Background: an optimization exercise with open tools, aiming at small area. Do not read the settings as production practice.
Only simulation tests tie the RTL to the original design; equivalence was not proved.
Power and IR drop assume default switching activity.

## design/flow/run.sh

```bash
#!/bin/bash
# synth_recipe.tcl (not shown) runs the flow's synth.tcl, then flattens the netlist and writes it again
# the make line also repeats each setting of config.mk as NAME=value (left out here)
make -C /OpenROAD-flow-scripts/flow DESIGN_CONFIG=/design/flow/config.mk WORK_HOME=/design/flow/orfs CLKGATE_MAP_FILE= SYNTH_SCRIPT=/design/flow/synth_recipe.tcl finish
```

## design/flow/config.mk

```make
export PLATFORM = sky130hd
export DESIGN_NAME = memoria_fpga_top
export DESIGN_NICKNAME = memoria_fpga_top
export VERILOG_FILES = /design/flow/design.v
export SDC_FILE = /design/flow/constraint.sdc
export NUM_CORES = 4
export LEC_CHECK = 0
export CAP_MARGIN = 20
export CORE_MARGIN = 2
export CORE_UTILIZATION = 40
export SLEW_MARGIN = 20
```

## design/flow/constraint.sdc

```tcl
create_clock -name core_clock -period 80.0 [get_ports {clk50}]
set_input_delay 16.0000 -clock core_clock [delete_from_list [all_inputs] [get_ports {clk50}]]
set_output_delay 16.0000 -clock core_clock [all_outputs]
set_load 0.01 [all_outputs]
```

## design/flow/design.v

```verilog
module hex7seg_active_low (
    input  logic [3:0] hex,
    output logic [6:0] seg    
);
    always_comb begin
        unique case (hex)
            4'h0: seg = 7'b100_0000;
            4'h1: seg = 7'b111_1001;
            4'h2: seg = 7'b010_0100;
            4'h3: seg = 7'b011_0000;
            4'h4: seg = 7'b001_1001;
            4'h5: seg = 7'b001_0010;
            4'h6: seg = 7'b000_0010;
            4'h7: seg = 7'b111_1000;
            4'h8: seg = 7'b000_0000;
            4'h9: seg = 7'b001_0000;
            4'hA: seg = 7'b000_1000;
            4'hB: seg = 7'b000_0011;
            4'hC: seg = 7'b100_0110;
            4'hD: seg = 7'b010_0001;
            4'hE: seg = 7'b000_0110;
            4'hF: seg = 7'b000_1110;
            default: seg = 7'b111_1111;  
        endcase
    end
endmodule
module btn_debouncer #(
  parameter integer CNTR_BITS = 18        
)(
  input  logic clk,
  input  logic rst_n,
  input  logic btn_n_raw,                 
  output logic level,                     
  output logic rising_edge                
);
  logic        btn_sync0, btn_sync1;
  logic [CNTR_BITS-1:0] cnt_q;
  logic        stable_q;
  always_ff @(posedge clk or negedge rst_n) begin
    if (!rst_n) begin
      btn_sync0 <= 1'b1;
      btn_sync1 <= 1'b1;
    end else begin
      btn_sync0 <= btn_n_raw;
      btn_sync1 <= btn_sync0;
    end
  end
  always_ff @(posedge clk or negedge rst_n) begin
    if (!rst_n) begin
      cnt_q    <= '0;
      stable_q <= 1'b1;
    end else begin
      if (btn_sync1 != stable_q) begin
        cnt_q <= cnt_q + 1'b1;
        if (&cnt_q) begin
          stable_q <= btn_sync1;
          cnt_q    <= '0;
        end
      end else begin
        cnt_q <= '0;
      end
    end
  end
  logic level_q, level_d;
  always_comb level_d = ~stable_q;
  always_ff @(posedge clk or negedge rst_n) begin
    if (!rst_n) begin
      level_q <= 1'b0;
    end else begin
      level_q <= level_d;
    end
  end
  assign level       = level_q;
  assign rising_edge = level_d & ~level_q;  
endmodule
module turn_leds #(
  parameter int DIV_BITS = 26
) (
  input  logic clk,
  input  logic rst_n,
  input  logic game_active,      
  input  logic current_player,   
  output logic led_p1,
  output logic led_p2
);
  logic [DIV_BITS-1:0] div_q;   
  logic        blink;
  always_ff @(posedge clk or negedge rst_n) begin
    if (!rst_n) div_q <= '0;
    else        div_q <= div_q + 1'b1;
  end
  assign blink = div_q[DIV_BITS-1];
  always_comb begin
    led_p1 = 1'b0;
    led_p2 = 1'b0;
    if (game_active) begin
      if (current_player == 1'b0) led_p1 = blink;
      else                        led_p2 = blink;
    end
  end
endmodule
module scoreboard_pairs (
  input  logic       clk,
  input  logic       rst_n,
  input  logic       start_game,        
  input  logic       update_score,      
  input  logic       current_player,    
  input  logic       show_winner,       
  output logic [3:0] p1_pairs,
  output logic [3:0] p2_pairs
);
  always_ff @(posedge clk or negedge rst_n) begin
    if (!rst_n) begin
      p1_pairs <= 4'd0;
      p2_pairs <= 4'd0;
    end else begin
      if (start_game) begin
        p1_pairs <= 4'd0;
        p2_pairs <= 4'd0;
      end else begin
        if (update_score && !show_winner) begin
          if (!current_player) begin
            if (p1_pairs != 4'd15) p1_pairs <= p1_pairs + 4'd1;  
          end else begin
            if (p2_pairs != 4'd15) p2_pairs <= p2_pairs + 4'd1;  
          end
        end
      end
    end
  end
endmodule
module pair_check_rom (
    input  logic       clk,
    input  logic       rst_n,
    input  logic       start,       
    input  logic [3:0] idx_a,
    input  logic [3:0] idx_b,
    output logic       done,        
    output logic       is_match	   
);		
    function automatic logic [3:0] SYM_ROM(input logic [3:0] i);
        SYM_ROM = {1'b0, i[2:0]};
    endfunction
    logic start_q;
    always_ff @(posedge clk or negedge rst_n) begin
        if (!rst_n) begin
            start_q  <= 1'b0;
            done     <= 1'b0;
            is_match <= 1'b0;
        end else begin
            start_q <= start;
            done    <= 1'b0;           
            if (start & ~start_q) begin
                is_match <= (SYM_ROM(idx_a) == SYM_ROM(idx_b));
                done     <= 1'b1;      
            end
        end
    end
endmodule
module board_core #(
    parameter int N_CARDS = 16
) (
    input  logic        clk,
    input  logic        rst_n,
    input  logic [3:0]  sel_idx,       
    input  logic [3:0]  act_idx,       
    input  logic        req_flip,          
    input  logic        req_unflip,        
    input  logic        req_remove_pair,   
    output logic        can_flip_sel,      
    output logic        flip_ack,          
    output logic        unflip_ack,        
    output logic        remove_ack,        
    output logic        all_pairs_done,    
    input  logic [3:0]  idx_chk,          
    output logic        can_flip_idx,     
    output logic [15:0] card_faceup,
    output logic [15:0] card_removed
);
    function automatic logic [3:0] SYM_ROM(input logic [3:0] i);
        SYM_ROM = {1'b0, i[2:0]};
    endfunction
    localparam logic [1:0] HIDDEN=2'b00, FACEUP=2'b01, REMOVED=2'b10;
    logic [31:0] state_q;
    logic [4:0]  n_faceup, n_removed;
    always_comb begin
        card_faceup  = '0;
        card_removed = '0;
        for (int k = 0; k < 16; k++) begin
            card_faceup[k]  = (state_q[2*k +: 2] == FACEUP);
            card_removed[k] = (state_q[2*k +: 2] == REMOVED);
        end
    end
    always_comb begin
        n_faceup  = 5'd0;
        n_removed = 5'd0;
        for (int i = 0; i < 16; i++) begin
            n_faceup  = n_faceup  + {4'd0, card_faceup[i]};
            n_removed = n_removed + {4'd0, card_removed[i]};
        end
    end
    logic [1:0] s_sel, s_chk, s_act;
    always_comb begin
        s_sel = state_q[2*sel_idx +: 2];
        s_chk = state_q[2*idx_chk +: 2];
        s_act = state_q[2*act_idx +: 2];
        can_flip_sel = (s_sel == HIDDEN) && (n_faceup < 5'd2);
        can_flip_idx = (s_chk == HIDDEN) && (n_faceup < 5'd2);
    end
    always_comb begin
        all_pairs_done = (n_removed == 5'd16);
    end
    always_ff @(posedge clk or negedge rst_n) begin
        if (!rst_n) begin
            state_q    <= '0;
            flip_ack   <= 1'b0;
            unflip_ack <= 1'b0;
            remove_ack <= 1'b0;
        end else begin
            flip_ack   <= 1'b0;
            unflip_ack <= 1'b0;
            remove_ack <= 1'b0;
            if (req_flip) begin
                if (s_act == HIDDEN && n_faceup < 5'd2) begin
                    state_q[2*act_idx +: 2] <= FACEUP;
                    flip_ack                <= 1'b1;
                end
            end else if (req_unflip) begin
                if (s_act == FACEUP) begin
                    state_q[2*act_idx +: 2] <= HIDDEN;
                    unflip_ack              <= 1'b1;  
                end
            end else if (req_remove_pair) begin
                if (s_act == FACEUP) begin
                    state_q[2*act_idx +: 2] <= REMOVED;
                    remove_ack              <= 1'b1;
                end
            end
        end
    end
endmodule
module memory_game_fsm_bc (
    input  logic        clk,
    input  logic        reset,
    input  logic        start_game,      
    input  logic        select_e,        
    input  logic [3:0]  sel_idx,         
    input  logic        timer_done,      
    input  logic        all_pairs_done,
    input  logic [3:0]  rnd_idx,				 
    input  logic        rnd_valid,			 
	 input  logic        can_flip_idx_any,  
    input  logic        can_flip_sel,    
    input  logic        flip_ack,		 
    input  logic        unflip_ack,		 
    input  logic        remove_ack,		 
    output logic        req_flip,		 
    output logic        req_unflip,		 
    output logic        req_remove_pair,  
    output logic [3:0]  act_idx,
    output logic        pair_start,     
    input  logic        pair_done,      
    input  logic        pair_match,      
    output logic [3:0]  idx_a_out,       
    output logic [3:0]  idx_b_out,
    output logic        turn_load_15,
    output logic        turn_start,
    output logic        turn_pause,
    output logic        turn_reset,
    output logic        game_active,
    output logic        current_player,  
    output logic        enable_random,   
    output logic        validate_cards,  
    output logic        update_score,    
    output logic        show_winner,	 
    output logic [5:0]  state
);
    typedef enum logic [5:0] {
        S_IDLE          = 6'd0,
        S_WAIT_START    = 6'd1,
        S_NEW_TURN      = 6'd2,
        S_PICK1         = 6'd3,
        S_AUTO1         = 6'd4,
        S_PREP_FLIP1    = 6'd5,
        S_DO_FLIP1      = 6'd6,
        S_WAIT_FLIP1    = 6'd7,
        S_PICK2         = 6'd8,
        S_AUTO2         = 6'd9,
        S_PREP_FLIP2    = 6'd10,
        S_DO_FLIP2      = 6'd11,
        S_WAIT_FLIP2    = 6'd12,
        S_CHECK         = 6'd13,
        S_MATCH_REM_A   = 6'd14,
        S_MATCH_WAIT_A  = 6'd15,
        S_MATCH_REM_B   = 6'd16,
        S_MATCH_WAIT_B  = 6'd17,
        S_NEXT_SAME     = 6'd18,
        S_MISS_UNF_A    = 6'd19,
        S_MISS_WAIT_A   = 6'd20,
        S_MISS_UNF_B    = 6'd21,
        S_MISS_WAIT_B   = 6'd22,
        S_NEXT_PLAYER   = 6'd23,
        S_GAMEOVER      = 6'd24
    } state_t;
    state_t s, ns;
    logic        cur_player;       
    logic [3:0]  idx_a, idx_b;     
    logic [3:0]  idx_target;       
    logic        last_match;       
    assign current_player = cur_player;
    assign idx_a_out      = idx_a;
    assign idx_b_out      = idx_b;
    assign state          = s;
    assign game_active    = (s != S_IDLE) && (s != S_GAMEOVER);
    assign validate_cards = (s == S_CHECK);
    assign show_winner    = (s == S_GAMEOVER);
    always_comb begin
        turn_load_15 = (s == S_NEW_TURN);
        turn_start   = (s == S_NEW_TURN);
        turn_reset   = 1'b0;
        unique case (s)
            S_DO_FLIP1, S_WAIT_FLIP1,
            S_DO_FLIP2, S_WAIT_FLIP2,
            S_CHECK,
            S_MATCH_REM_A, S_MATCH_WAIT_A,
            S_MATCH_REM_B, S_MATCH_WAIT_B,
            S_MISS_UNF_A,  S_MISS_WAIT_A,
            S_MISS_UNF_B,  S_MISS_WAIT_B: turn_pause = 1'b1;
            default:                        turn_pause = 1'b0;
        endcase
    end
    always_comb begin
        req_flip        = 1'b0;
        req_unflip      = 1'b0;
        req_remove_pair = 1'b0;
        act_idx         = 4'd0;
        pair_start      = 1'b0;
        enable_random   = 1'b0;
        update_score    = 1'b0;
        ns = s;
        unique case (s)
            S_IDLE: begin
                if (start_game) ns = S_WAIT_START;
            end
            S_WAIT_START: begin
                ns = S_NEW_TURN;
            end
            S_NEW_TURN: begin
                ns = S_PICK1;
            end
            S_PICK1: begin
                if (select_e && can_flip_sel) ns = S_PREP_FLIP1;
                else if (timer_done)          ns = S_AUTO1;
            end
            S_AUTO1: begin
					enable_random = 1'b1;
					if (rnd_valid && can_flip_idx_any) ns = S_PREP_FLIP1;
				end
            S_PREP_FLIP1: begin
                ns = S_DO_FLIP1;
            end
            S_DO_FLIP1: begin
                act_idx  = idx_target;
                req_flip = 1'b1;
                ns       = S_WAIT_FLIP1;
            end
            S_WAIT_FLIP1: begin
                act_idx = idx_target;
                if (flip_ack) ns = S_PICK2;
            end
            S_PICK2: begin
                if (select_e && can_flip_sel && (sel_idx!=idx_a)) ns = S_PREP_FLIP2;
                else if (timer_done)                               ns = S_AUTO2;
            end
            S_AUTO2: begin
					enable_random = 1'b1;
					if (rnd_valid && (rnd_idx!=idx_a) && can_flip_idx_any) ns = S_PREP_FLIP2;
				end
            S_PREP_FLIP2: begin
                ns = S_DO_FLIP2;
            end
            S_DO_FLIP2: begin
                act_idx  = idx_target;
                req_flip = 1'b1;
                ns       = S_WAIT_FLIP2;
            end
            S_WAIT_FLIP2: begin
                act_idx = idx_target;
                if (flip_ack) ns = S_CHECK;
            end
            S_CHECK: begin
                pair_start = 1'b1;    
                ns = S_CHECK;
                if (pair_done) begin
                    if (pair_match) ns = S_MATCH_REM_A;
                    else            ns = S_MISS_UNF_A;
                end
            end
            S_MATCH_REM_A: begin
                act_idx          = idx_a;
                req_remove_pair  = 1'b1;
                ns               = S_MATCH_WAIT_A;
            end
            S_MATCH_WAIT_A: begin
                if (remove_ack) ns = S_MATCH_REM_B;
            end
            S_MATCH_REM_B: begin
                act_idx          = idx_b;
                req_remove_pair  = 1'b1;
                ns               = S_MATCH_WAIT_B;
            end
            S_MATCH_WAIT_B: begin
                if (remove_ack) ns = S_NEXT_SAME;
            end
            S_NEXT_SAME: begin
                update_score = 1'b1;
                if (all_pairs_done) ns = S_GAMEOVER;
                else                ns = S_NEW_TURN;
            end
            S_MISS_UNF_A: begin
                act_idx    = idx_a;
                req_unflip = 1'b1;
                ns         = S_MISS_WAIT_A;
            end
            S_MISS_WAIT_A: begin
                if (unflip_ack) ns = S_MISS_UNF_B;
            end
            S_MISS_UNF_B: begin
                act_idx    = idx_b;
                req_unflip = 1'b1;
                ns         = S_MISS_WAIT_B;
            end
            S_MISS_WAIT_B: begin
                if (unflip_ack) ns = S_NEXT_PLAYER;
            end
            S_NEXT_PLAYER: begin
                ns = S_NEW_TURN; 
            end
            S_GAMEOVER: begin
                ns = S_GAMEOVER;
                if (start_game) ns = S_IDLE; 
            end
            default: ns = S_IDLE;
        endcase
    end
    always_ff @(posedge clk or posedge reset) begin
        if (reset) begin
            s          <= S_IDLE;
            cur_player <= 1'b0;    
            idx_a      <= '0;
            idx_b      <= '0;
            idx_target <= '0;
            last_match <= 1'b0;
        end else begin
            s <= ns;
            if (ns == S_PREP_FLIP1) begin
                idx_target <= (s==S_AUTO1)	 ? rnd_idx : sel_idx;
            end
            if (ns == S_PREP_FLIP2) begin
                idx_target <= (s==S_AUTO2) ? rnd_idx : sel_idx;
            end
            if (s == S_WAIT_FLIP1 && flip_ack) begin
                idx_a <= idx_target;
            end
            if (s == S_WAIT_FLIP2 && flip_ack) begin
                idx_b <= idx_target;
            end
            if (s == S_CHECK && pair_done) begin
                last_match <= pair_match;
            end
            if (s == S_NEXT_PLAYER) begin
                cur_player <= ~cur_player;
            end
        end
    end
endmodule
module memory_game_top_bc #(
  parameter int TICKS_PER_TURN = 300,
  parameter int PS_MAX = 50_000_000 - 1
)(
  input  logic        clk,
  input  logic        rst_n,
  input  logic        start_btn,
  input  logic        click_e,
  input  logic [3:0]  sel_idx,
  output logic        show_winner_o,
  output logic [15:0] card_faceup_o,
  output logic [15:0] card_removed_o,
  output logic        current_player_o,
  output logic [3:0]  p1_pairs_o,
  output logic [3:0]  p2_pairs_o,
  output logic [1:0]  winner_code_o,    
  output logic [7:0]  seconds_left_o
);
  logic        timer_done;
  logic        all_pairs_done;
  logic        can_flip_sel;
  logic        game_active;
  logic        current_player;
  logic        enable_random;
  logic        validate_cards;
  logic        update_score;
  logic        show_winner;
  logic [5:0]  state_dbg;
  logic        req_flip, req_unflip, req_remove;
  logic [3:0]  act_idx;
  logic        flip_ack, unflip_ack, remove_ack;
  logic        pair_start, pair_done, pair_match;
  logic [3:0]  idx_a, idx_b;
  logic        turn_load_15, turn_start, turn_pause, turn_reset;
  logic        running_q;
  logic [7:0]  seconds_q;        
  assign seconds_left_o = seconds_q;
  logic [25:0] ps_cnt_q;
  logic        tick_1hz;
  always_ff @(posedge clk or negedge rst_n) begin
    if (!rst_n) begin
      ps_cnt_q <= '0;
      tick_1hz <= 1'b0;
    end else begin
      if (turn_pause || !running_q) begin
        ps_cnt_q <= '0;
        tick_1hz <= 1'b0;
      end else if (ps_cnt_q == PS_MAX) begin
        ps_cnt_q <= '0;
        tick_1hz <= 1'b1;
      end else begin
        ps_cnt_q <= ps_cnt_q + 26'd1;
        tick_1hz <= 1'b0;
      end
    end
  end
  always_ff @(posedge clk or negedge rst_n) begin
    if (!rst_n) begin
      running_q  <= 1'b0;
      seconds_q  <= 8'd0;
      timer_done <= 1'b0;
    end else begin
      timer_done <= 1'b0;
      if (turn_reset) begin
        running_q <= 1'b0;
        seconds_q <= 8'd0;
      end else if (turn_load_15) begin
        seconds_q <= 8'd15;
        running_q <= turn_start ? 1'b1 : running_q;
      end else begin
        if (turn_start) running_q <= 1'b1;
        if (running_q && !turn_pause && tick_1hz) begin
          if (seconds_q != 8'd0) begin
            seconds_q <= seconds_q - 8'd1;
            if (seconds_q == 8'd1) timer_done <= 1'b1;  
          end
        end
      end
    end
  end
  logic [3:0] lfsr_q, lfsr_d, rnd_idx;
  logic       rnd_valid;
  always_ff @(posedge clk or negedge rst_n) begin
    if (!rst_n) lfsr_q <= 4'hA;
    else        lfsr_q <= lfsr_d;
  end
  always_comb begin
    lfsr_d    = lfsr_q;
    rnd_idx   = lfsr_q;
    rnd_valid = 1'b0;
    if (enable_random) begin
      lfsr_d    = {lfsr_q[2:0], lfsr_q[3]^lfsr_q[1]};
      rnd_idx   = lfsr_d;
      rnd_valid = 1'b1;
    end
  end
  logic can_flip_idx; 
  board_core u_board (
    .clk            (clk),
    .rst_n          (rst_n),
    .sel_idx        (sel_idx),
    .act_idx        (act_idx),
    .req_flip       (req_flip),
    .req_unflip     (req_unflip),
    .req_remove_pair(req_remove),
    .can_flip_sel   (can_flip_sel),
    .flip_ack       (flip_ack),
    .unflip_ack     (unflip_ack),
    .remove_ack     (remove_ack),
    .all_pairs_done (all_pairs_done),
    .idx_chk        (rnd_idx),           
    .can_flip_idx   (can_flip_idx),     
    .card_faceup    (card_faceup_o),
    .card_removed   (card_removed_o)
  );
  pair_check_rom u_pair (
    .clk      (clk),
    .rst_n    (rst_n),
    .start    (pair_start),
    .idx_a    (idx_a),
    .idx_b    (idx_b),
    .done     (pair_done),
    .is_match (pair_match)
  );
  memory_game_fsm_bc u_fsm (
    .clk               (clk),
    .reset             (~rst_n),
    .start_game        (start_btn),
    .select_e          (click_e),
    .sel_idx           (sel_idx),
    .timer_done        (timer_done),
    .all_pairs_done    (all_pairs_done),
    .rnd_idx           (rnd_idx),
    .rnd_valid         (rnd_valid),
    .can_flip_sel      (can_flip_sel),
    .flip_ack          (flip_ack),
    .unflip_ack        (unflip_ack),
    .remove_ack        (remove_ack),
    .req_flip          (req_flip),
    .req_unflip        (req_unflip),
    .req_remove_pair   (req_remove),
    .act_idx           (act_idx),
    .pair_start        (pair_start),
    .pair_done         (pair_done),
    .pair_match        (pair_match),
    .idx_a_out         (idx_a),
    .idx_b_out         (idx_b),
    .turn_load_15      (turn_load_15),
    .turn_start        (turn_start),
    .turn_pause        (turn_pause),
    .turn_reset        (turn_reset),
    .game_active       (game_active),
    .current_player    (current_player),
    .enable_random     (enable_random),
    .validate_cards    (validate_cards),
    .update_score      (update_score),
    .show_winner       (show_winner),
    .state             (state_dbg),
    .can_flip_idx_any  (can_flip_idx)
  );
  scoreboard_pairs u_score (
    .clk           (clk),
    .rst_n         (rst_n),
    .start_game    (start_btn),
    .update_score  (update_score),
    .current_player(current_player),
    .show_winner   (show_winner),
    .p1_pairs      (p1_pairs_o),
    .p2_pairs      (p2_pairs_o)
  );
  always_comb begin
    if (!show_winner) begin
      winner_code_o = 2'd0;
    end else if (p1_pairs_o > p2_pairs_o) begin
      winner_code_o = 2'd1;
    end else if (p2_pairs_o > p1_pairs_o) begin
      winner_code_o = 2'd2;
    end else begin
      winner_code_o = 2'd3;
    end
  end
  assign show_winner_o    = show_winner;
  assign current_player_o = current_player;
endmodule
module vgaController #(
    parameter HACTIVE = 10'd640,
              HFP     = 10'd16,
              HSYN    = 10'd96,
              HBP     = 10'd48,
              HMAX    = HACTIVE + HFP + HSYN + HBP,  
              VBP     = 10'd33,
              VACTIVE = 10'd480,
              VFP     = 10'd10,
              VSYN    = 10'd2,
              VMAX    = VACTIVE + VFP + VSYN + VBP    
)(
    input  logic       clk,
    input  logic       rst_n,
    input  logic       pix_en,	 
    output logic       hsync, vsync,	 
    output logic       sync_b, blank_b,
    output logic [9:0] x, y
);
    always_ff @(posedge clk or negedge rst_n) begin
        if (!rst_n) begin
            x <= 10'd0;
            y <= 10'd0;
        end else if (!pix_en) begin
        end else if (x == HMAX-1) begin
            x <= 10'd0;
            y <= (y == VMAX-1) ? 10'd0 : (y + 10'd1);
        end else begin
            x <= x + 10'd1;
        end
    end
    assign hsync   = ~((x >= HACTIVE + HFP) && (x < HACTIVE + HFP + HSYN));  
    assign vsync   = ~((y >= VACTIVE + VFP) && (y < VACTIVE + VFP + VSYN));  
    assign sync_b  = hsync & vsync;
    assign blank_b = (x < HACTIVE) && (y < VACTIVE);  
endmodule
module cardGrid_game #(
    parameter int CARDS_X = 4,
    parameter int CARDS_Y = 4,
    parameter int SCR_W   = 640,
    parameter int SCR_H   = 480,
    parameter int MARGIN_L = 20,
    parameter int MARGIN_R = 20,
    parameter int MARGIN_T = 20,
    parameter int MARGIN_B = 20
)(
    input  logic        clk,
    input  logic        rst_n,
    input  logic        pix_en,
    input  logic        blank_b,
    input  logic [9:0]  x, y,
    input  logic [15:0] faceup_mask,     
    input  logic [15:0] removed_mask,    
    input  logic [3:0]  sel_idx,         
    input  logic        show_winner,     
    output logic [7:0]  r, g, b
);
    localparam int VP_X0 = MARGIN_L;
    localparam int VP_Y0 = MARGIN_T;
    localparam int VP_X1 = SCR_W - 1 - MARGIN_R;
    localparam int VP_Y1 = SCR_H - 1 - MARGIN_B;
    localparam int VP_W  = VP_X1 - VP_X0 + 1;
    localparam int VP_H  = VP_Y1 - VP_Y0 + 1;
    localparam int W  = VP_W / CARDS_X;
    localparam int H  = VP_H / CARDS_Y;
    localparam int GX0 = VP_X0;
    localparam int GY0 = VP_Y0;
    localparam int GX1 = GX0 + (W*CARDS_X) - 1;
    localparam int GY1 = GY0 + (H*CARDS_Y) - 1;
    localparam int BORDER = 3;
    localparam [7:0] BG_R = 8'd10,  BG_G = 8'd50,  BG_B = 8'd15;
    localparam [7:0] GM_R = 8'd32,  GM_G = 8'd32,  GM_B = 8'd32;
    localparam [7:0] BD_R = 8'd240, BD_G = 8'd240, BD_B = 8'd240;
    localparam [7:0] BK_R = 8'd20,  BK_G = 8'd80,  BK_B = 8'd20;
    localparam [7:0] RM_R = 8'd28,  RM_G = 8'd28,  RM_B = 8'd28;
    localparam [7:0] HL_R = 8'd255, HL_G = 8'd255, HL_B = 8'd60;
    logic in_vp, in_grid;
    always_comb begin
        in_vp   = (x >= VP_X0) && (x <= VP_X1) && (y >= VP_Y0) && (y <= VP_Y1);
        in_grid = (x >= GX0)   && (x <= GX1)   && (y >= GY0)   && (y <= GY1);
    end
    integer relx, rely;
    integer cell_x, cell_y;
    logic   [3:0] card_ix;
    always_comb begin
        relx    = x - GX0;
        rely    = y - GY0;
        cell_x  = relx / W;
        cell_y  = rely / H;
        card_ix = cell_y * CARDS_X + cell_x;  
    end
    integer x0, y0, ux, uy;
    logic in_card, in_border;
    always_comb begin
        x0 = GX0 + cell_x * W;
        y0 = GY0 + cell_y * H;
        ux = x - x0;
        uy = y - y0;
        in_card   = in_grid && (ux >= 0) && (ux < W) && (uy >= 0) && (uy < H);
        in_border = in_card && ((ux < BORDER) || (ux >= W-BORDER) || (uy < BORDER) || (uy >= H-BORDER));
    end
    logic [3:0] ix_safe;
    logic is_face, is_removed, is_hidden;
    always_comb ix_safe = in_card ? card_ix : 4'd0;
    always_comb begin
        is_face    = in_card ? faceup_mask[ix_safe]  : 1'b0;
        is_removed = in_card ? removed_mask[ix_safe] : 1'b0;
        is_hidden  = ~(is_face | is_removed);
    end
    logic [3:0] sym;
    always_comb sym = (card_ix < 8) ? card_ix : (card_ix - 8);
    logic [1:0] sym_sel;
    logic [7:0] col_r, col_g, col_b;
    always_comb begin
        sym_sel = sym[1:0];
        unique case (sym)
          4'd0: begin col_r=8'd200; col_g=8'd120; col_b=8'd20;  end
          4'd1: begin col_r=8'd40;  col_g=8'd200; col_b=8'd160; end
          4'd2: begin col_r=8'd180; col_g=8'd60;  col_b=8'd200; end
          4'd3: begin col_r=8'd230; col_g=8'd210; col_b=8'd40;  end
          4'd4: begin col_r=8'd80;  col_g=8'd230; col_b=8'd80;  end
          4'd5: begin col_r=8'd60;  col_g=8'd120; col_b=8'd240; end
          4'd6: begin col_r=8'd240; col_g=8'd120; col_b=8'd60;  end
          default: begin col_r=8'd180; col_g=8'd180; col_b=8'd210; end
        endcase
    end
    integer lcx, lcy, dx, dy, adx, ady;
    always_comb begin
        lcx = W/2; lcy = H/2;
        dx  = ux - lcx;
        dy  = uy - lcy;
        adx = (dx < 0) ? -dx : dx;
        ady = (dy < 0) ? -dy : dy;
    end
    localparam int R  = (H < W ? H : W) / 3;
    localparam int TH = 6;
    integer d2_tmp, man_tmp, d1abs_tmp, d2abs_tmp;
    logic draw_symbol;
    always_comb begin
        draw_symbol = 1'b0;
        d2_tmp    = dx*dx + dy*dy;
        man_tmp   = adx + ady;
        d1abs_tmp = dx - dy; if (d1abs_tmp < 0) d1abs_tmp = -d1abs_tmp;
        d2abs_tmp = dx + dy; if (d2abs_tmp < 0) d2abs_tmp = -d2abs_tmp;
        if (in_card && (is_face || is_removed)) begin
            unique case (sym_sel)
              2'd0: if ((d2_tmp <= (R*R)) && (d2_tmp >= (R-TH)*(R-TH))) draw_symbol = 1'b1;  
              2'd1: if ((man_tmp >= (R-TH)) && (man_tmp <= R))          draw_symbol = 1'b1;  
              2'd2: if ((adx <= TH && ady <= R) || (ady <= TH && adx <= R)) draw_symbol = 1'b1;  
              default: if ((d1abs_tmp <= TH) || (d2abs_tmp <= TH))      draw_symbol = 1'b1;  
            endcase
        end
    end
    logic sel_border;
    always_comb sel_border = in_card && (card_ix == sel_idx) && !is_removed &&
                             ((ux < BORDER+2) || (ux >= W-(BORDER+2)) || (uy < BORDER+2) || (uy >= H-(BORDER+2)));
    always_ff @(posedge clk or negedge rst_n) begin
        if (!rst_n) begin
            r <= 8'd0; g <= 8'd0; b <= 8'd0;
        end else if (pix_en) begin
        if (!blank_b) begin
            r <= 8'd0; g <= 8'd0; b <= 8'd0;
        end else if (!in_vp) begin
            r <= BG_R; g <= BG_G; b <= BG_B;
        end else if (!in_grid) begin
            r <= GM_R; g <= GM_G; b <= GM_B;
        end else if (is_removed) begin
            r <= RM_R; g <= RM_G; b <= RM_B;
        end else if (sel_border) begin
            r <= HL_R; g <= HL_G; b <= HL_B;
        end else if (in_border) begin
            r <= BD_R; g <= BD_G; b <= BD_B;
        end else if (is_hidden) begin
            r <= BK_R; g <= BK_G; b <= BK_B;
        end else if (draw_symbol) begin
            r <= col_r; g <= col_g; b <= col_b;
        end else begin
            r <= 8'd16; g <= 8'd60; b <= 8'd16;
        end
        if (show_winner && in_vp) begin
            r <= (r>>1) + 8'd80;
            g <= (g>>1) + 8'd10;
            b <= (b>>1) + 8'd10;
        end
        end
    end
endmodule
module videoGen_game(
    input  logic        clk,
    input  logic        rst_n,
    input  logic        pix_en,
    input  logic        blank_b,
    input  logic [9:0]  x, y,
    input  logic [15:0] faceup_mask,
    input  logic [15:0] removed_mask,
    input  logic [3:0]  sel_idx,
    input  logic        show_winner,
    input  logic [1:0]  winner_code,    
    output logic [7:0]  r, g, b
);
    logic [7:0] r_base, g_base, b_base;
    cardGrid_game u_grid (
        .clk         (clk),
        .rst_n       (rst_n),
        .pix_en      (pix_en),
        .blank_b     (blank_b),
        .x           (x),
        .y           (y),
        .faceup_mask (faceup_mask),
        .removed_mask(removed_mask),
        .sel_idx     (sel_idx),
        .show_winner (show_winner),
        .r           (r_base),
        .g           (g_base),
        .b           (b_base)
    );
    localparam int DW   = 200;                     
    localparam int DH   = 300;                     
    localparam int DX0  = (640 - DW)/2;            
    localparam int DY0  = (480 - DH)/2;            
    localparam int DX1  = DX0 + DW - 1;
    localparam int DY1  = DY0 + DH - 1;
    localparam int PAD  = 16;                      
    localparam int TH   = 22;                      
    logic [3:0] digit;
    always_comb begin
        unique case (winner_code)
            2'd1: digit = 4'd1;
            2'd2: digit = 4'd2;
            2'd3: digit = 4'd0;
            default: digit = 4'd15;  
        endcase
    end
    logic in_digit;
    int   ux, uy;
    always_comb begin
        in_digit = 1'b0;
        ux = 0; uy = 0;
        if (show_winner && blank_b &&
            x >= DX0 && x <= DX1 && y >= DY0 && y <= DY1) begin
            in_digit = 1'b1;
            ux = x - DX0;
            uy = y - DY0;
        end
    end
    logic inA, inB, inC, inD, inE, inF, inG;
    always_comb begin
        inA = 1'b0; inB = 1'b0; inC = 1'b0;
        inD = 1'b0; inE = 1'b0; inF = 1'b0; inG = 1'b0;
        if (in_digit) begin
            inA = (uy >= PAD) && (uy < PAD + TH) &&
                  (ux >= PAD) && (ux < DW - PAD);
            inG = (uy >= (DH/2 - TH/2)) && (uy < (DH/2 + TH/2)) &&
                  (ux >= PAD) && (ux < DW - PAD);
            inD = (uy >= (DH - PAD - TH)) && (uy < (DH - PAD)) &&
                  (ux >= PAD) && (ux < DW - PAD);
            inF = (ux >= PAD) && (ux < PAD + TH) &&
                  (uy >= PAD + TH) && (uy < (DH/2 - TH/2));
            inE = (ux >= PAD) && (ux < PAD + TH) &&
                  (uy >= (DH/2 + TH/2)) && (uy < (DH - PAD - TH));
            inB = (ux >= (DW - PAD - TH)) && (ux < (DW - PAD)) &&
                  (uy >= PAD + TH) && (uy < (DH/2 - TH/2));
            inC = (ux >= (DW - PAD - TH)) && (ux < (DW - PAD)) &&
                  (uy >= (DH/2 + TH/2)) && (uy < (DH - PAD - TH));
        end
    end
    logic segA_on, segB_on, segC_on, segD_on, segE_on, segF_on, segG_on;
    always_comb begin
        segA_on = 1'b0; segB_on = 1'b0; segC_on = 1'b0;
        segD_on = 1'b0; segE_on = 1'b0; segF_on = 1'b0; segG_on = 1'b0;
        unique case (digit)
            4'd0: begin segA_on=1; segB_on=1; segC_on=1; segD_on=1; segE_on=1; segF_on=1; segG_on=0; end
            4'd1: begin segA_on=0; segB_on=1; segC_on=1; segD_on=0; segE_on=0; segF_on=0; segG_on=0; end
            4'd2: begin segA_on=1; segB_on=1; segC_on=0; segD_on=1; segE_on=1; segF_on=0; segG_on=1; end
            default: begin  
                segA_on=0; segB_on=0; segC_on=0; segD_on=0; segE_on=0; segF_on=0; segG_on=0;
            end
        endcase
    end
    logic draw_digit;
    always_comb begin
        draw_digit = 1'b0;
        if (in_digit) begin
            draw_digit =
                (segA_on && inA) ||
                (segB_on && inB) ||
                (segC_on && inC) ||
                (segD_on && inD) ||
                (segE_on && inE) ||
                (segF_on && inF) ||
                (segG_on && inG);
        end
    end
    localparam [7:0] DIG_R = 8'd255, DIG_G = 8'd255, DIG_B = 8'd255;
    always_ff @(posedge clk or negedge rst_n) begin
        if (!rst_n) begin
            r <= 8'd0; g <= 8'd0; b <= 8'd0;
        end else if (!pix_en) begin
        end else if (!blank_b) begin
            r <= 8'd0; g <= 8'd0; b <= 8'd0;
        end else if (draw_digit) begin
            r <= DIG_R; g <= DIG_G; b <= DIG_B;
        end else begin
            r <= r_base; g <= g_base; b <= b_base;
        end
    end
endmodule
module memoria_fpga_top (
    input  logic        clk50,
    input  logic [3:0]  SW,            
    input  logic        KEY0_n,        
    input  logic        KEY1_n,        
    input  logic        RESET_n,       
    output logic        vgaclk,
    output logic        hsync, vsync,
    output logic        sync_b, blank_b,
    output logic [7:0]  r, g, b,
    output logic        LED_P1,
    output logic        LED_P2,
    output logic [3:0]  P1_PAIRS,
    output logic [3:0]  P2_PAIRS,
    output logic [6:0]  HEX0,
    output logic [6:0]  HEX1,
    output logic [6:0]  HEX2
);
    logic [7:0] seconds_left_o;  
    logic pix_tgl_q;
    always_ff @(posedge clk50 or negedge RESET_n) begin
        if (!RESET_n) pix_tgl_q <= 1'b0;
        else          pix_tgl_q <= ~pix_tgl_q;
    end
    assign vgaclk = pix_tgl_q;
    logic pix_en;
    assign pix_en = ~pix_tgl_q;
    logic [9:0] x, y;
    vgaController u_vgac (
        .clk    (clk50),
        .rst_n  (RESET_n),
        .pix_en (pix_en),
        .hsync  (hsync),
        .vsync  (vsync),
        .sync_b (sync_b),
        .blank_b(blank_b),
        .x      (x),
        .y      (y)
    );
    logic start_level, start_pulse;
    logic click_level, click_pulse;
    btn_debouncer #(.CNTR_BITS(4)) u_db_start (
        .clk        (clk50),
        .rst_n      (RESET_n),
        .btn_n_raw  (KEY0_n),
        .level      (start_level),
        .rising_edge(start_pulse)
    );
    btn_debouncer #(.CNTR_BITS(4)) u_db_click (
        .clk        (clk50),
        .rst_n      (RESET_n),
        .btn_n_raw  (KEY1_n),
        .level      (click_level),
        .rising_edge(click_pulse)
    );
    logic        show_winner_o;
    logic [15:0] card_faceup_o, card_removed_o;
    logic        current_player_o;
    logic [3:0]  p1_pairs_o, p2_pairs_o;
    logic [1:0]  winner_code_o;
    memory_game_top_bc #(
      .TICKS_PER_TURN(300),  
      .PS_MAX(4095)
    ) u_game (
      .clk              (clk50),
      .rst_n            (RESET_n),
      .start_btn        (start_pulse),
      .click_e          (click_pulse),
      .sel_idx          (SW[3:0]),
      .show_winner_o    (show_winner_o),
      .card_faceup_o    (card_faceup_o),
      .card_removed_o   (card_removed_o),
      .current_player_o (current_player_o),
      .p1_pairs_o       (p1_pairs_o),
      .p2_pairs_o       (p2_pairs_o),
      .winner_code_o    (winner_code_o),
      .seconds_left_o   (seconds_left_o)
    );
    turn_leds #(.DIV_BITS(11)) u_leds (
      .clk            (clk50),
      .rst_n          (RESET_n),
      .game_active    (!show_winner_o),
      .current_player (current_player_o),
      .led_p1         (LED_P1),
      .led_p2         (LED_P2)
    );
    assign P1_PAIRS = p1_pairs_o;
    assign P2_PAIRS = p2_pairs_o;
    hex7seg_active_low u_hex_p1 (
      .hex (p1_pairs_o),
      .seg (HEX0)
    );
    hex7seg_active_low u_hex_p2 (
      .hex (p2_pairs_o),
      .seg (HEX1)
    );
    logic [3:0] sec_hex;
    always_comb begin
      if (seconds_left_o[7:4] != 4'd0) sec_hex = 4'hF;   
      else                               sec_hex = seconds_left_o[3:0];
    end
    hex7seg_active_low u_hex_timer (
      .hex (sec_hex),
      .seg (HEX2)
    );
    videoGen_game u_vgen (
        .clk           (clk50),
        .rst_n         (RESET_n),
        .pix_en        (pix_en),
        .blank_b       (blank_b),
        .x             (x),
        .y             (y),
        .faceup_mask   (card_faceup_o),
        .removed_mask  (card_removed_o),
        .sel_idx       (SW[3:0]),
        .show_winner   (show_winner_o),
        .winner_code   (winner_code_o),
        .r             (r),
        .g             (g),
        .b             (b)
    );
endmodule
```

==> summary.md <==
| Metric | Value |
|---|---|
| H-tree depth | `1` |
| Leakage | `34.81 nW` |
| Endpoints failing setup | `0` |
| Grt total ovfl | `0` |
| Largest net degree at the start of global routing | `99` |
| Top Ports | `68` |
| Hold_sp | `u_db_start.btn_sync0$_DFF_PN1_` |
| Part of the cycle the worst path needs | `0.3122` |
| Fin util | `0.4269` |
| Initial Util | `0.4024` |
| Total track usage | `0.2613` |
| GP Congestion | `0.9832` |
| Path type of the worst min-delay path | `reg -> reg` |
| CP required | `approximately 80 ns` |
| Worst Path Max Fanout | `17` |
| Slowest cell on crit path | `nand3_1` |
| # fillers | `between 15000 and 20000` |
| Synth top area share | `0.2835` |
| Vias per Instance | `roughly 5.7` |
| Post-DP Area | `70630 um^2` |
| Seq pwr share | `0.462` |
| First-pass GRT wire length | `around 350000 um` |
| Power per cell area | `about 3.3 nW/um^2` |
| Die height | `413.9 um` |
| TritonCTS clock tree | `done` |
| Syn_area_per_cell | `around 8.1 um^2` |
| Share of flip-flops with an asynchronous set or reset | `1.000` |
| Final hold vios | `0` |
| CP startpoint kind | `register` |
| Leading area contributor after synthesis | `fa_1` |
| Post-route ant nets | `0` |
| Clk pin slew, worst setup/hold paths | `0.07 ns` |
| Dpl hpwl | `181100 um` |
| Area of the multi-input gates | `between 50000 and 60000 um^2` |
| Die Width | `413.9 um` |
| Worst hold path stage count | `0` |
| Worst skew pair latency | `0.56 ns` |
| Total CTS buffers | `20` |
| Slew headroom | `0.2506` |
| Max stage delay on crit path | `0.71 ns` |
| Clock network power share | `0.432` |
| Most frequent CP cell | `fa_1` |
| Net count, final | `9874` |
| Crit. End Element | `register` |
| Number of synthesized flops with an enable pin | `0` |
| Worst slew pin tran | `roughly 1.1 ns` |
| Setup TNS | `0 ns` |
| Reg area | `just over 5000 um^2` |
| Post CTS Setup Buffer Count | `0` |
| Layout Cells excl Fill | `between 10000 and 15000` |
| Worst reg2reg startpoint | `u_vgac.y[4]$_DFFE_PN0P_` |
| Worst reg2reg path endpoint | `u_vgen.u_grid.g[3]$_DFFE_PN0N_` |
| Switching power | `63.78 uW` |
| Post-Layout Inst Area | `71310 um^2` |
| Worst VDD drop | `around 18 uV` |
| Sw frac | `0.2720` |
| FF-to-FF setup slack | `roughly 55 ns` |
| # placed instances | `~10000` |
| # hold bufs at CTS | `0` |
| Status | `timing/DRC/antenna clean` |
| Core area | `between 150000 and 200000 um^2` |
| Area Growth Syn to Fin | `6.091%` |
| Fmax | `about 40 MHz` |
| Cells after Synth | `around 8300` |
| FF-to-FF path depth | `82` |
| Root buffer cell | `clkbuf_16` |
| Hold Path End | `u_db_start.btn_sync1$_DFF_PN1_` |
| Initial antenna violation count | `7` |
| Comb pwr share | `0.106` |
| Setup clock skew after layout | `0.02728 ns` |
| Synth Flop Type | `dfrtp_1` |
| Synth top cells by count | `inv_1, fa_1, nor2_1, nand2_1, ha_1` |
| Drc violations | `0` |
| Via count | `59500` |
| Post-cts sizing count | `0` |
| Power, Total | `roughly 230 uW` |
| Post-Syn Area | `a little under 70000 um^2` |
| CTS sink cnt | `around 200` |
| Crit path kind | `reg -> reg` |
| RSZ-0062 raised after global routing | `false` |
| DRT iter0 DRCs | `5134` |
| Avg WL per Cell | `approximately 21 um` |
| Min Tclk post-route | `~25 ns` |
| Number of port buffers | `67` |
| Max-cap violations | `0` |
| DR pass1 iterations | `10` |
| Share of the yosys chip area belonging to registers | `0.07535` |
| Vias in the first global route | `roughly 61000` |
| Netlist cell types | `between 100 and 150` |
| Synth warn | `12` |
| Most common cell in the netlist | `inv_1` |
| Largest cells by area after synthesis | `fa_1, ha_1, inv_1, dfrtp_1, xnor2_1` |
| Drt total wl | `224500 um` |
| Row count | `150` |
| Clock Tree Buf Depth | `3` |
| Critical Path AT | `25.40 ns` |
| P_int | `~170 uW` |
| Die ar. | `~170000 um^2` |
| Register bit total from synthesis | `roughly 200` |
| Max-slew violation count | `0` |
| Layout cell share with drive strength beyond 1 | `0.04244` |
==> metrics by stage <==
| stage | hold WS [ns] | setup slack, ns |
|---|---|---|
| 6_report | 0.3593 | 55.03 |
| 5_1_grt | 0.3645 | 53.26 |
| 4_1_cts | 0.3613 | 55.43 |
| 3_5_place_dp | 0.3517 | 55.46 |
| 3_3_place_gp | 0.3467 | 55.97 |
| 2_1_floorplan | 0.3452 | 59.10 |
==> sequential cells by signal, summed over array words and instances, names as in the netlist, 4 cells and up <==
| register | flops |
|---|---|
| u_game.u_fsm.idx_b | 4 |
| u_game.u_score.p2_pairs | 4 |
| u_vgac.x | 10 |
| u_game.seconds_q | 8 |
| u_db_click.cnt_q | 4 |
| u_vgen.r | 8 |
| u_vgac.y | 10 |
| u_vgen.b | 8 |
| u_game.ps_cnt_q | 26 |
| u_vgen.u_grid.g | 8 |
| u_db_start.cnt_q | 4 |
| u_vgen.u_grid.r | 8 |
| u_leds.div_q | 11 |
| u_game.u_score.p1_pairs | 4 |
| u_vgen.g | 8 |
| u_game.lfsr_q | 4 |
| u_game.u_fsm.s | 6 |
| u_game.u_board.state_q | 32 |
| u_vgen.u_grid.b | 8 |
| u_game.u_fsm.idx_a | 4 |
| u_game.u_fsm.idx_target | 4 |
==> worst max-delay path by stage <==
stage | from | endpoint | depth (start not counted)
6_report | u_vgac.y[4]$_DFFE_PN0P_ | u_vgen.u_grid.g[3]$_DFFE_PN0N_ | 82
5_1_grt | u_vgac.y[2]$_DFFE_PN0P_ | u_vgen.u_grid.g[3]$_DFFE_PN0N_ | 84
4_1_cts | u_vgac.y[4]$_DFFE_PN0P_ | u_vgen.u_grid.g[3]$_DFFE_PN0N_ | 82
3_5_place_dp | u_vgac.y[4]$_DFFE_PN0P_ | u_vgen.u_grid.g[3]$_DFFE_PN0N_ | 82
3_3_place_gp | u_vgac.y[4]$_DFFE_PN0P_ | u_vgen.u_grid.g[3]$_DFFE_PN0N_ | 82
2_1_floorplan | u_vgac.y[7]$_DFFE_PN0P_ | u_vgen.u_grid.g[3]$_DFFE_PN0N_ | 87
==> final cells by class <==
cell class | count | share of cell area
antenna | 1 | 0.00003509
clock buffer | 28 | 0.007861
clock inverter | 7 | 0.001386
inverter | 1609 | 0.08477
multi-input combinational | 6240 | 0.7744
sequential | 202 | 0.07108
tap | 2204 | 0.03867
timing repair buffer | 184 | 0.02179
==> critical path, delay by kind of cell (launching register included) <==
kind / cells / cell delay [ns]
AO/OA/AOI/OAI: 26 / 7.44
AND/OR/NAND/NOR: 21 / 5.17
adder cells (fa/ha/maj): 20 / 8.98
XOR/XNOR: 3 / 1.07
buffers and inverters: 12 / 1.51
flip-flops: 1 / 0.68
==> power by group through the flow <==
| stage | clock network, mW | registers [mW] | logic, mW |
|---|---|---|---|
| 6_report | 0.101 | 0.108 | 0.0247 |
| 5_1_grt | 0.107 | 0.109 | 0.0277 |
| 4_1_cts | 0.105 | 0.108 | 0.0251 |
| 3_3_place_gp | 0 | 0.110 | 0.0245 |
| 2_1_floorplan | 0 | 0.108 | 0.0166 |
| 3_5_place_dp | 0 | 0.110 | 0.0249 |
==> kinds of logic after synthesis <==
family,synth area share
AND/OR/NAND/NOR,0.1778
buffers and inverters,0.1061
adder cells (fa/ha/maj),0.4064
AO/OA/AOI/OAI,0.1540
XOR/XNOR,0.06506
flip-flops,0.07535
multiplexers,0.01519
other,0.00005579
==> routing by layer <==
| layer | track usage | up-vias | part of all wire |
|---|---|---|---|
| met5 | 0 | - | 0.00012 |
| met2 | 0.4436 | 2303 | 0.47 |
| met4 | 0.1226 | 4 | 0.056 |
| li1 | - | 27340 | - |
| met1 | 0.3304 | 29350 | 0.40 |
| met3 | 0.03160 | 506 | 0.070 |
==> cells in the final DEF (no fill, tap or decap), types with 28 or more instances in the layout <==
cell             synthesis  final
nor2_1                 729    729
o211ai_1                52     52
or2_2                   40     40
a211o_1                 28     28
or3_1                   69     69
xnor2_1                370    353
nor2b_1                 74     74
nor4_1                  80     79
buf_4                    1    116
mux2i_1                 48     48
o22ai_1                 43     43
nor3b_1                 37     37
nand2b_1                82     82
dfrtp_1                194    191
a21oi_1                370    370
a211oi_1                67     66
o21bai_1                33     33
inv_1                 1574   1573
mux2_2                  36     36
a31oi_1                 62     62
nor3_1                 190    190
or4_1                   35     35
o31ai_1                 47     47
o21a_1                  59     59
fa_1                   952    952
and3_1                  58     58
nand2_1                676    676
nand3_1                179    179
ha_1                   657    657
o21ai_0                348    347
nand4_1                 81     81
clkdlybuf4s50_1          0     66
a21o_1                 103    103
xor2_1                 116    110
and2_1                  54     54

-- port drivers added, routing unchanged --
In the flow no input, the clock included, has a driving cell. The finished layout below was timed again as built, in two steps. Step 1 (the two cells are an assumption about what drives the block):
set clk [get_ports {clk50}]
set_driving_cell -lib_cell sky130_fd_sc_hd__clkbuf_16 $clk
set_driving_cell -lib_cell sky130_fd_sc_hd__buf_2 [delete_from_list [all_inputs] $clk]
Step 2 times the ports against the registers' clock, not the clock port: input delays grow and output delays shrink by t, the midpoint of the rising clock arrivals with the driver on. a / b / c = no drivers / after step 1 / after step 2; a / b = the first two.
t, ns: 0.605
slack for setup (ns): 55.027 / 55.027 / 55.027
hold WS [ns]: 0.359 / 0.359 / 0.359
After both steps setup and hold are still met in this run. For this run, drivers alone change the setup slack by 0.000 ns; drivers and shift together by 0.000 ns.
